Context: an optimization exercise on an open-source flow, tuned for small area. The choices shown serve that exercise and are no tape-out recipe. The RTL was checked by simulation tests, not by an equivalence proof against the original design. No activity file was given, so power comes from the tool's default toggle rates.

== v25 ==
// Top_Student
module Top_Student (input clk, input rst, input btnC, btnU, btnL, btnR, btnD, input [12:0] pixel_index,
    output reg [15:0] pixel_data, output reg [9:0] led, output [6:0] seg, output [3:0] an);
Size: about 4000 cells after synthesis, ~57 I/O pins.
export LEC_CHECK = 0
export CAP_MARGIN = 20
export CORE_MARGIN = 2
export CORE_UTILIZATION = 75
export CTS_CLUSTER_DIAMETER = 80
export CTS_CLUSTER_SIZE = 30
export GPL_TIMING_DRIVEN = 0
export SLEW_MARGIN = 20
create_clock -name core_clock -period 35.0 [get_ports {clk}]
standard.sh (not shown) runs the stock make flow with config.mk's settings and CLKGATE_MAP_FILE= SYNTH_SCRIPT=/design/flow/synth_recipe.tcl, a recipe that flattens the netlist after the stock synthesis.
==> flow/flow/run.sh <==
#!/bin/bash
# Own layout flow: the standard synthesis, then the combinational logic
# between the registers is re-mapped with a stronger ABC script (registers,
# their names and cell types are kept as the standard synthesis made them),
# then the standard layout from the re-mapped netlist.
set -euo pipefail
W=$(pwd)
P=${FLOW_PLATFORM:-sky130hd}
R=$W/orfs/results/$P/Top_Student/base
L=$W/orfs/logs/$P/Top_Student/base
LIB=$FLOW_HOME/platforms/$P/lib/sky130_fd_sc_hd__tt_025C_1v80.lib
YOSYS=$FLOW_HOME/../tools/install/yosys/bin/yosys
[ -x "$YOSYS" ] || YOSYS=yosys

bash standard.sh synth > std_synth.log 2>&1

cp $R/1_2_yosys.v $W/std_1_2_yosys.v
DU=$(grep -o -- "-dont_use [A-Za-z0-9_]*" $L/1_2_yosys.log | sort -u | tr '\n' ' ')
SEQ=$(grep -o "sky130_fd_sc_hd__[a-z0-9_]*" $W/std_1_2_yosys.v | sort -u | grep -E "__(df|ed|sd|dl|conb)" | tr '\n' ' ')

# three ABC runs with different seeds for its deepsyn step; the smallest is kept
for S in 1 2 3; do
  sed -e "s#@LIB@#$LIB#g" -e "s#@DU@#$DU#g" -e "s#@SEQ@#$SEQ#g" -e "s#@IN@#$W/std_1_2_yosys.v#g" \
      -e "s#@OUT@#$W/reopt_$S.v#g" -e "s#@SEED@#$S#g" $W/flow/reopt.ys.in > $W/reopt_$S.ys
  $YOSYS -l $W/reopt_$S.log $W/reopt_$S.ys > /dev/null 2>&1 &
done
wait
BEST=""; BESTA=""
for S in 1 2 3; do
  A=$(grep "Chip area for top module" $W/reopt_$S.log | tail -1 | awk '{print $NF}')
  [ -n "$A" ] && [ -s $W/reopt_$S.v ] || continue
  if [ -z "$BEST" ] || awk "BEGIN{exit !($A < $BESTA)}"; then BEST=$S; BESTA=$A; fi
done
echo "kept ABC run $BEST, area $BESTA" > $W/reopt_choice.log
cp $W/reopt_$BEST.v $R/1_2_yosys.v
rm -f $R/1_synth.odb $R/1_synth.sdc
# every port still gets a buffer (buffer_ports in global placement), the
# smallest one, which is plenty for these ports at this clock period
bash standard.sh finish "BUFFER_PORTS_ARGS=-buffer_cell sky130_fd_sc_hd__buf_1" > std_finish.log 2>&1
==> flow/flow/reopt.ys.in <==
read_liberty -ignore_miss_func @LIB@
read_verilog @IN@
hierarchy -top Top_Student
setattr -mod -set keep_hierarchy 1 @SEQ@
flatten
opt -full
abc -liberty @LIB@ @DU@ -script +strash;&get,-n;&fraig,-x;&put;scorr;dc2;strash;&get,-n;&deepsyn,-T,300,-S,@SEED@;&put;&get,-n;&dch,-f;&nf,-R,1000;&put
opt_clean -purge
hilomap -singleton -hicell sky130_fd_sc_hd__conb_1 HI -locell sky130_fd_sc_hd__conb_1 LO
splitnets
insbuf -buf sky130_fd_sc_hd__buf_4 A X
opt_clean -purge
stat -liberty @LIB@
select Top_Student
write_verilog -noattr -noexpr -nohex -nodec -selected @OUT@
The inputs of v53 differ from those of v25 as listed below.
- CORE_UTILIZATION: 75 -> 40
- CTS_CLUSTER_DIAMETER: 80 -> 100
- GPL_TIMING_DRIVEN: 0 -> unset
- CTS_CLUSTER_SIZE: 30 -> 25
-- flow/flow/run.sh --
<<< v25, line 35
cp $W/reopt_$BEST.v $R/1_2_yosys.v
rm -f $R/1_synth.odb $R/1_synth.sdc
# every port still gets a buffer (buffer_ports in global placement), the
# smallest one, which is plenty for these ports at this clock period
bash standard.sh finish "BUFFER_PORTS_ARGS=-buffer_cell sky130_fd_sc_hd__buf_1" > std_finish.log 2>&1
>>> v53, line 35
cp $W/reopt_$BEST.v $R/1_2_yosys.v
rm -f $R/1_synth.odb $R/1_synth.sdc
bash standard.sh finish > std_finish.log 2>&1
==> flow/flow/reopt.ys.in <==
read_liberty -ignore_miss_func @LIB@
read_verilog @IN@
hierarchy -top Top_Student
setattr -mod -set keep_hierarchy 1 @SEQ@
flatten
opt -full
abc -liberty @LIB@ @DU@ -script +strash;&get,-n;&fraig,-x;&put;scorr;dc2;strash;&get,-n;&deepsyn,-T,150,-S,@SEED@;&put;&get,-n;&dch,-f;&nf,-R,1000;&put
opt_clean -purge
hilomap -singleton -hicell sky130_fd_sc_hd__conb_1 HI -locell sky130_fd_sc_hd__conb_1 LO
splitnets
insbuf -buf sky130_fd_sc_hd__buf_4 A X
opt_clean -purge
stat -liberty @LIB@
select Top_Student
write_verilog -noattr -noexpr -nohex -nodec -selected @OUT@
==> comparison <==
The tap cell count in v53 was higher than what v25 gave.
Longest individual stage delay on the worst path, v25 and v53: smaller value in v53
Per the comparison of v53 with v25, final area now sits higher; routed wire length picked up an extra 4.7%; number of clock buffer instances in the layout has increased.
The inputs of v13 differ from those of v53 as listed below.
- an added GPL_TIMING_DRIVEN of 0
- a change of CORE_UTILIZATION from 40 to 60
v13 reports a higher area used by multi-input combinational logic than v53 does. Diff v53 -> v13: die area saw a decrease, antenna diode instance count saw a decrease, clock buffer and inverter area fraction after layout saw a decrease, total stage count of the critical path saw a decrease, net switching power saw a decrease. Going from v53 to v13, post-route total power down about 3%, fraction of the core area covered by cells at the end of the flow increased 21 points.
Relative to v13, the following input files were edited for v57:
-- flow/flow/run.sh --
<<< v13, line 35
cp $W/reopt_$BEST.v $R/1_2_yosys.v
rm -f $R/1_synth.odb $R/1_synth.sdc
bash standard.sh finish > std_finish.log 2>&1
>>> v57, line 35
cp $W/reopt_$BEST.v $R/1_2_yosys.v
rm -f $R/1_synth.odb $R/1_synth.sdc
# every port still gets a buffer (buffer_ports in global placement), the
# smallest one, which is plenty for these ports at this clock period
bash standard.sh finish "BUFFER_PORTS_ARGS=-buffer_cell sky130_fd_sc_hd__buf_1" > std_finish.log 2>&1
==> flow/flow/reopt.ys.in <==
read_liberty -ignore_miss_func @LIB@
read_verilog @IN@
hierarchy -top Top_Student
setattr -mod -set keep_hierarchy 1 @SEQ@
flatten
opt -full
abc -liberty @LIB@ @DU@ -script +strash;&get,-n;&fraig,-x;&put;scorr;dc2;strash;&get,-n;&deepsyn,-T,300,-S,@SEED@;&put;&get,-n;&dch,-f;&nf,-R,1000;&put
opt_clean -purge
hilomap -singleton -hicell sky130_fd_sc_hd__conb_1 HI -locell sky130_fd_sc_hd__conb_1 LO
splitnets
insbuf -buf sky130_fd_sc_hd__buf_4 A X
opt_clean -purge
stat -liberty @LIB@
select Top_Student
write_verilog -noattr -noexpr -nohex -nodec -selected @OUT@
==> run notes <==
v57 closes out successfully: all stages finished, all timing, DRC and antenna checks passed. v13: no failed stages, no open violations at the end. Compared with v13, v57 ends up with a smaller final cell area. Looking at top layer used by detailed routing, the met4 result is from v13; the met5 one comes from v57. The higher floorplan die area came out of v13. v57 against v13: CTS buffer count has increased, number of nets in the final layout fell by about 1%. Hold-critical path depth, v57 and v13, higher one = v57.
For v28, these inputs were changed with respect to v57:
- swapping 25 for 30 in CTS_CLUSTER_SIZE
==> flow/flow/run.sh <==
#!/bin/bash
# Own layout flow: the standard synthesis, then the combinational logic
# between the registers is re-mapped with a stronger ABC script (registers,
# their names and cell types are kept as the standard synthesis made them),
# then the standard layout from the re-mapped netlist.
set -euo pipefail
W=$(pwd)
P=${FLOW_PLATFORM:-sky130hd}
R=$W/orfs/results/$P/Top_Student/base
L=$W/orfs/logs/$P/Top_Student/base
LIB=$FLOW_HOME/platforms/$P/lib/sky130_fd_sc_hd__tt_025C_1v80.lib
YOSYS=$FLOW_HOME/../tools/install/yosys/bin/yosys
[ -x "$YOSYS" ] || YOSYS=yosys

bash standard.sh synth > std_synth.log 2>&1

cp $R/1_2_yosys.v $W/std_1_2_yosys.v
DU=$(grep -o -- "-dont_use [A-Za-z0-9_]*" $L/1_2_yosys.log | sort -u | tr '\n' ' ')
SEQ="$(grep -o "sky130_fd_sc_hd__[a-z0-9_]*" $W/std_1_2_yosys.v | sort -u | grep -E "__(df|ed|sd|dl)" | tr '\n' ' ') sky130_fd_sc_hd__conb_1"

# reopt ROUND IN SEED...: one ABC run per seed (its deepsyn step is seeded),
# in parallel; the smallest result becomes $W/best_ROUND.v
reopt() {
  local round=$1 in=$2; shift 2
  for S in "$@"; do
    sed -e "s#@LIB@#$LIB#g" -e "s#@DU@#$DU#g" -e "s#@SEQ@#$SEQ#g" -e "s#@IN@#$in#g" \
        -e "s#@OUT@#$W/reopt_${round}_$S.v#g" -e "s#@SEED@#$S#g" $W/flow/reopt.ys.in > $W/reopt_${round}_$S.ys
    $YOSYS -l $W/reopt_${round}_$S.log $W/reopt_${round}_$S.ys > /dev/null 2>&1 &
  done
  wait
  local best="" besta=""
  for S in "$@"; do
    local a
    a=$(grep "Chip area for top module" $W/reopt_${round}_$S.log | tail -1 | awk '{print $NF}')
    [ -n "$a" ] && [ -s $W/reopt_${round}_$S.v ] || continue
    if [ -z "$best" ] || awk "BEGIN{exit !($a < $besta)}"; then best=$S; besta=$a; fi
  done
  echo "round $round: kept ABC run $best, area $besta" >> $W/reopt_choice.log
  cp $W/reopt_${round}_$best.v $W/best_$round.v
  echo "$besta" > $W/best_$round.area
}
reopt 1 $W/std_1_2_yosys.v 1 2 3
reopt 2 $W/best_1.v 4 5 6
reopt 3 $W/best_2.v 7 8 9

FINAL=$W/best_1.v; FA=$(cat $W/best_1.area)
for r in 2 3; do
  if awk "BEGIN{exit !($(cat $W/best_$r.area) < $FA)}"; then FINAL=$W/best_$r.v; FA=$(cat $W/best_$r.area); fi
done
echo "using $FINAL" >> $W/reopt_choice.log
cp $FINAL $R/1_2_yosys.v
rm -f $R/1_synth.odb $R/1_synth.sdc
# every port still gets a buffer (buffer_ports in global placement), the
# smallest one, which is plenty for these ports at this clock period
bash standard.sh finish "BUFFER_PORTS_ARGS=-buffer_cell sky130_fd_sc_hd__buf_1" > std_finish.log 2>&1
- | post-CTS clock slew at the launch and capture registers of the worst setup and hold paths | v28 vs v57 | 0.02 ns higher |
- v28 vs v57 — floorplan die height dropped about 1%.
- Required arrival time at the worst endpoint in v28 vs v57: down 0.02 ns
- Clock network area share ends up lower on v28.
- Maximum frequency from static timing analysis in v28 is about 8% below v57.
- Internal power: v28 lower than v57
- Re number of antenna repair diodes: no difference whatsoever between v57 and v28.
- Comparing v57 and v28, the lower final worst-path setup slack is on v28.
- Number of buffers and inverters on the critical path sits higher in v28 than in v57.
- The fraction of power spent switching nets on v57 is in line with that on v28.

---

Starting RTL as in the previous note.
clock: 35.0 ns
lec_check: 0
cap_margin: 20
core_margin: 2
core_utilization: 60
cts_cluster_diameter: 100
cts_cluster_size: 30
gpl_timing_driven: 0
slew_margin: 20
==> flow/flow/run.sh <==
#!/bin/bash
# Own layout flow: the standard synthesis, then the combinational logic
# between the registers is re-mapped with a stronger ABC script (registers,
# their names and cell types are kept as the standard synthesis made them),
# then the standard layout from the re-mapped netlist.
set -euo pipefail
W=$(pwd)
P=${FLOW_PLATFORM:-sky130hd}
R=$W/orfs/results/$P/Top_Student/base
L=$W/orfs/logs/$P/Top_Student/base
LIB=$FLOW_HOME/platforms/$P/lib/sky130_fd_sc_hd__tt_025C_1v80.lib
YOSYS=$FLOW_HOME/../tools/install/yosys/bin/yosys
[ -x "$YOSYS" ] || YOSYS=yosys

bash standard.sh synth > std_synth.log 2>&1

cp $R/1_2_yosys.v $W/std_1_2_yosys.v
DU=$(grep -o -- "-dont_use [A-Za-z0-9_]*" $L/1_2_yosys.log | sort -u | tr '\n' ' ')
SEQ="$(grep -o "sky130_fd_sc_hd__[a-z0-9_]*" $W/std_1_2_yosys.v | sort -u | grep -E "__(df|ed|sd|dl)" | tr '\n' ' ') sky130_fd_sc_hd__conb_1"

# reopt ROUND IN SEED...: one ABC run per seed (its deepsyn step is seeded),
# in parallel; the smallest result becomes $W/best_ROUND.v
reopt() {
  local round=$1 in=$2; shift 2
  for S in "$@"; do
    sed -e "s#@LIB@#$LIB#g" -e "s#@DU@#$DU#g" -e "s#@SEQ@#$SEQ#g" -e "s#@IN@#$in#g" \
        -e "s#@OUT@#$W/reopt_${round}_$S.v#g" -e "s#@SEED@#$S#g" $W/flow/reopt.ys.in > $W/reopt_${round}_$S.ys
    $YOSYS -l $W/reopt_${round}_$S.log $W/reopt_${round}_$S.ys > /dev/null 2>&1 &
  done
  wait
  local best="" besta=""
  for S in "$@"; do
    local a
    a=$(grep "Chip area for top module" $W/reopt_${round}_$S.log | tail -1 | awk '{print $NF}')
    [ -n "$a" ] && [ -s $W/reopt_${round}_$S.v ] || continue
    if [ -z "$best" ] || awk "BEGIN{exit !($a < $besta)}"; then best=$S; besta=$a; fi
  done
  echo "round $round: kept ABC run $best, area $besta" >> $W/reopt_choice.log
  cp $W/reopt_${round}_$best.v $W/best_$round.v
  echo "$besta" > $W/best_$round.area
}
reopt 1 $W/std_1_2_yosys.v 1 2 3
reopt 2 $W/best_1.v 4 5 6
reopt 3 $W/best_2.v 7 8 9
reopt 4 $W/best_3.v 10 11 12
reopt 5 $W/best_4.v 13 14 15

FINAL=$W/best_1.v; FA=$(cat $W/best_1.area)
for r in 2 3 4 5; do
  if awk "BEGIN{exit !($(cat $W/best_$r.area) < $FA)}"; then FINAL=$W/best_$r.v; FA=$(cat $W/best_$r.area); fi
done
echo "using $FINAL" >> $W/reopt_choice.log
cp $FINAL $R/1_2_yosys.v
rm -f $R/1_synth.odb $R/1_synth.sdc
# every port still gets a buffer (buffer_ports in global placement), the
# smallest one, which is plenty for these ports at this clock period
bash standard.sh finish "BUFFER_PORTS_ARGS=-buffer_cell sky130_fd_sc_hd__buf_1" > std_finish.log 2>&1
==> flow/flow/reopt.ys.in <==
read_liberty -ignore_miss_func @LIB@
read_verilog @IN@
hierarchy -top Top_Student
setattr -mod -set keep_hierarchy 1 @SEQ@
flatten
opt -full
abc -liberty @LIB@ @DU@ -script +strash;&get,-n;&fraig,-x;&put;scorr;dc2;strash;&get,-n;&deepsyn,-T,240,-S,@SEED@;&put;&get,-n;&dch,-f;&nf,-R,1000;&put
opt_clean -purge
hilomap -singleton -hicell sky130_fd_sc_hd__conb_1 HI -locell sky130_fd_sc_hd__conb_1 LO
splitnets
insbuf -buf sky130_fd_sc_hd__buf_4 A X
opt_clean -purge
stat -liberty @LIB@
select Top_Student
write_verilog -noattr -noexpr -nohex -nodec -selected @OUT@
The starting point ran to the end with no violations.
Then changed:
--- a/flow/flow/run.sh
+++ b/flow/flow/run.sh
@@ -42,12 +42,7 @@
 reopt 1 $W/std_1_2_yosys.v 1 2 3
 reopt 2 $W/best_1.v 4 5 6
-reopt 3 $W/best_2.v 7 8 9
-reopt 4 $W/best_3.v 10 11 12
-reopt 5 $W/best_4.v 13 14 15
 
-FINAL=$W/best_1.v; FA=$(cat $W/best_1.area)
-for r in 2 3 4 5; do
-  if awk "BEGIN{exit !($(cat $W/best_$r.area) < $FA)}"; then FINAL=$W/best_$r.v; FA=$(cat $W/best_$r.area); fi
-done
+FINAL=$W/best_2.v
+if awk "BEGIN{exit !($(cat $W/best_1.area) < $(cat $W/best_2.area))}"; then FINAL=$W/best_1.v; fi
 echo "using $FINAL" >> $W/reopt_choice.log
 cp $FINAL $R/1_2_yosys.v
--- a/flow/flow/reopt.ys.in
+++ b/flow/flow/reopt.ys.in
@@ -5,5 +5,5 @@
 flatten
 opt -full
-abc -liberty @LIB@ @DU@ -script +strash;&get,-n;&fraig,-x;&put;scorr;dc2;strash;&get,-n;&deepsyn,-T,240,-S,@SEED@;&put;&get,-n;&dch,-f;&nf,-R,1000;&put
+abc -liberty @LIB@ @DU@ -script +strash;&get,-n;&fraig,-x;&put;scorr;dc2;strash;&get,-n;&deepsyn,-T,300,-S,@SEED@;&put;&get,-n;&dch,-f;&nf,-R,1000;&put
 opt_clean -purge
 hilomap -singleton -hicell sky130_fd_sc_hd__conb_1 HI -locell sky130_fd_sc_hd__conb_1 LO
Die area grows slightly.
Worst hold slack degrades by 12 ps.
Worst setup slack improves by 2100 ps.
Total power grows slightly.
Critical path depth shrinks by 4.
Cell area grows slightly.

==> what the ideal ports hide <==
Ports are ideal in the flow. The routed layouts listed here were re-timed in OpenROAD.
Step 1 sets driving cells, clkbuf_16 on the clock port and buf_2 on the other inputs (assumed; they add their load-dependent delay and slew).
Step 2 adds t to the input delays and takes it off the output delays; t is the mean of the earliest and latest rising clock arrival at the registers after step 1. Input paths then give back, and output paths get back, about the clock's delay inside the block.
Three values: ideal ports, drivers, drivers and shift; two values: the first two.
| run | t, ns | slack for setup (ns) | hold WS [ns] | worst setup path at the end | slew at the worst register clock pin (ns) |
|---|---|---|---|---|---|
| v25 | 0.663 | 18.425 / 18.458 / 17.794 | 0.419 / 0.419 / 0.419 | input to register | 0.11 / 0.11 |
| v53 | 0.693 | 21.182 / 21.227 / 20.534 | 0.446 / 0.446 / 0.446 | input to register | 0.10 / 0.10 |
| v13 | 0.693 | 19.627 / 19.665 / 18.973 | 0.461 / 0.461 / 0.461 | input to register | 0.11 / 0.11 |
| v57 | 0.673 | 18.840 / 18.872 / 18.199 | 0.452 / 0.452 / 0.452 | input to register | 0.10 / 0.10 |
| v28 | 0.670 | 17.349 / 17.382 / 16.712 | 0.449 / 0.449 / 0.449 | input to register | 0.12 / 0.12 |
| the first run of note 2 | 0.681 | 17.423 / 17.453 / 16.772 | 0.455 / 0.455 / 0.455 | input to register | 0.13 / 0.13 |
| the second run of note 2 | 0.661 | 19.573 / 19.609 / 18.948 | 0.443 / 0.443 / 0.443 | input to register | 0.12 / 0.12 |
After both steps every run listed still meets setup and hold. The setup slack of v13, which loses most, moves by +0.038 ns with the drivers and by -0.654 ns with both steps.
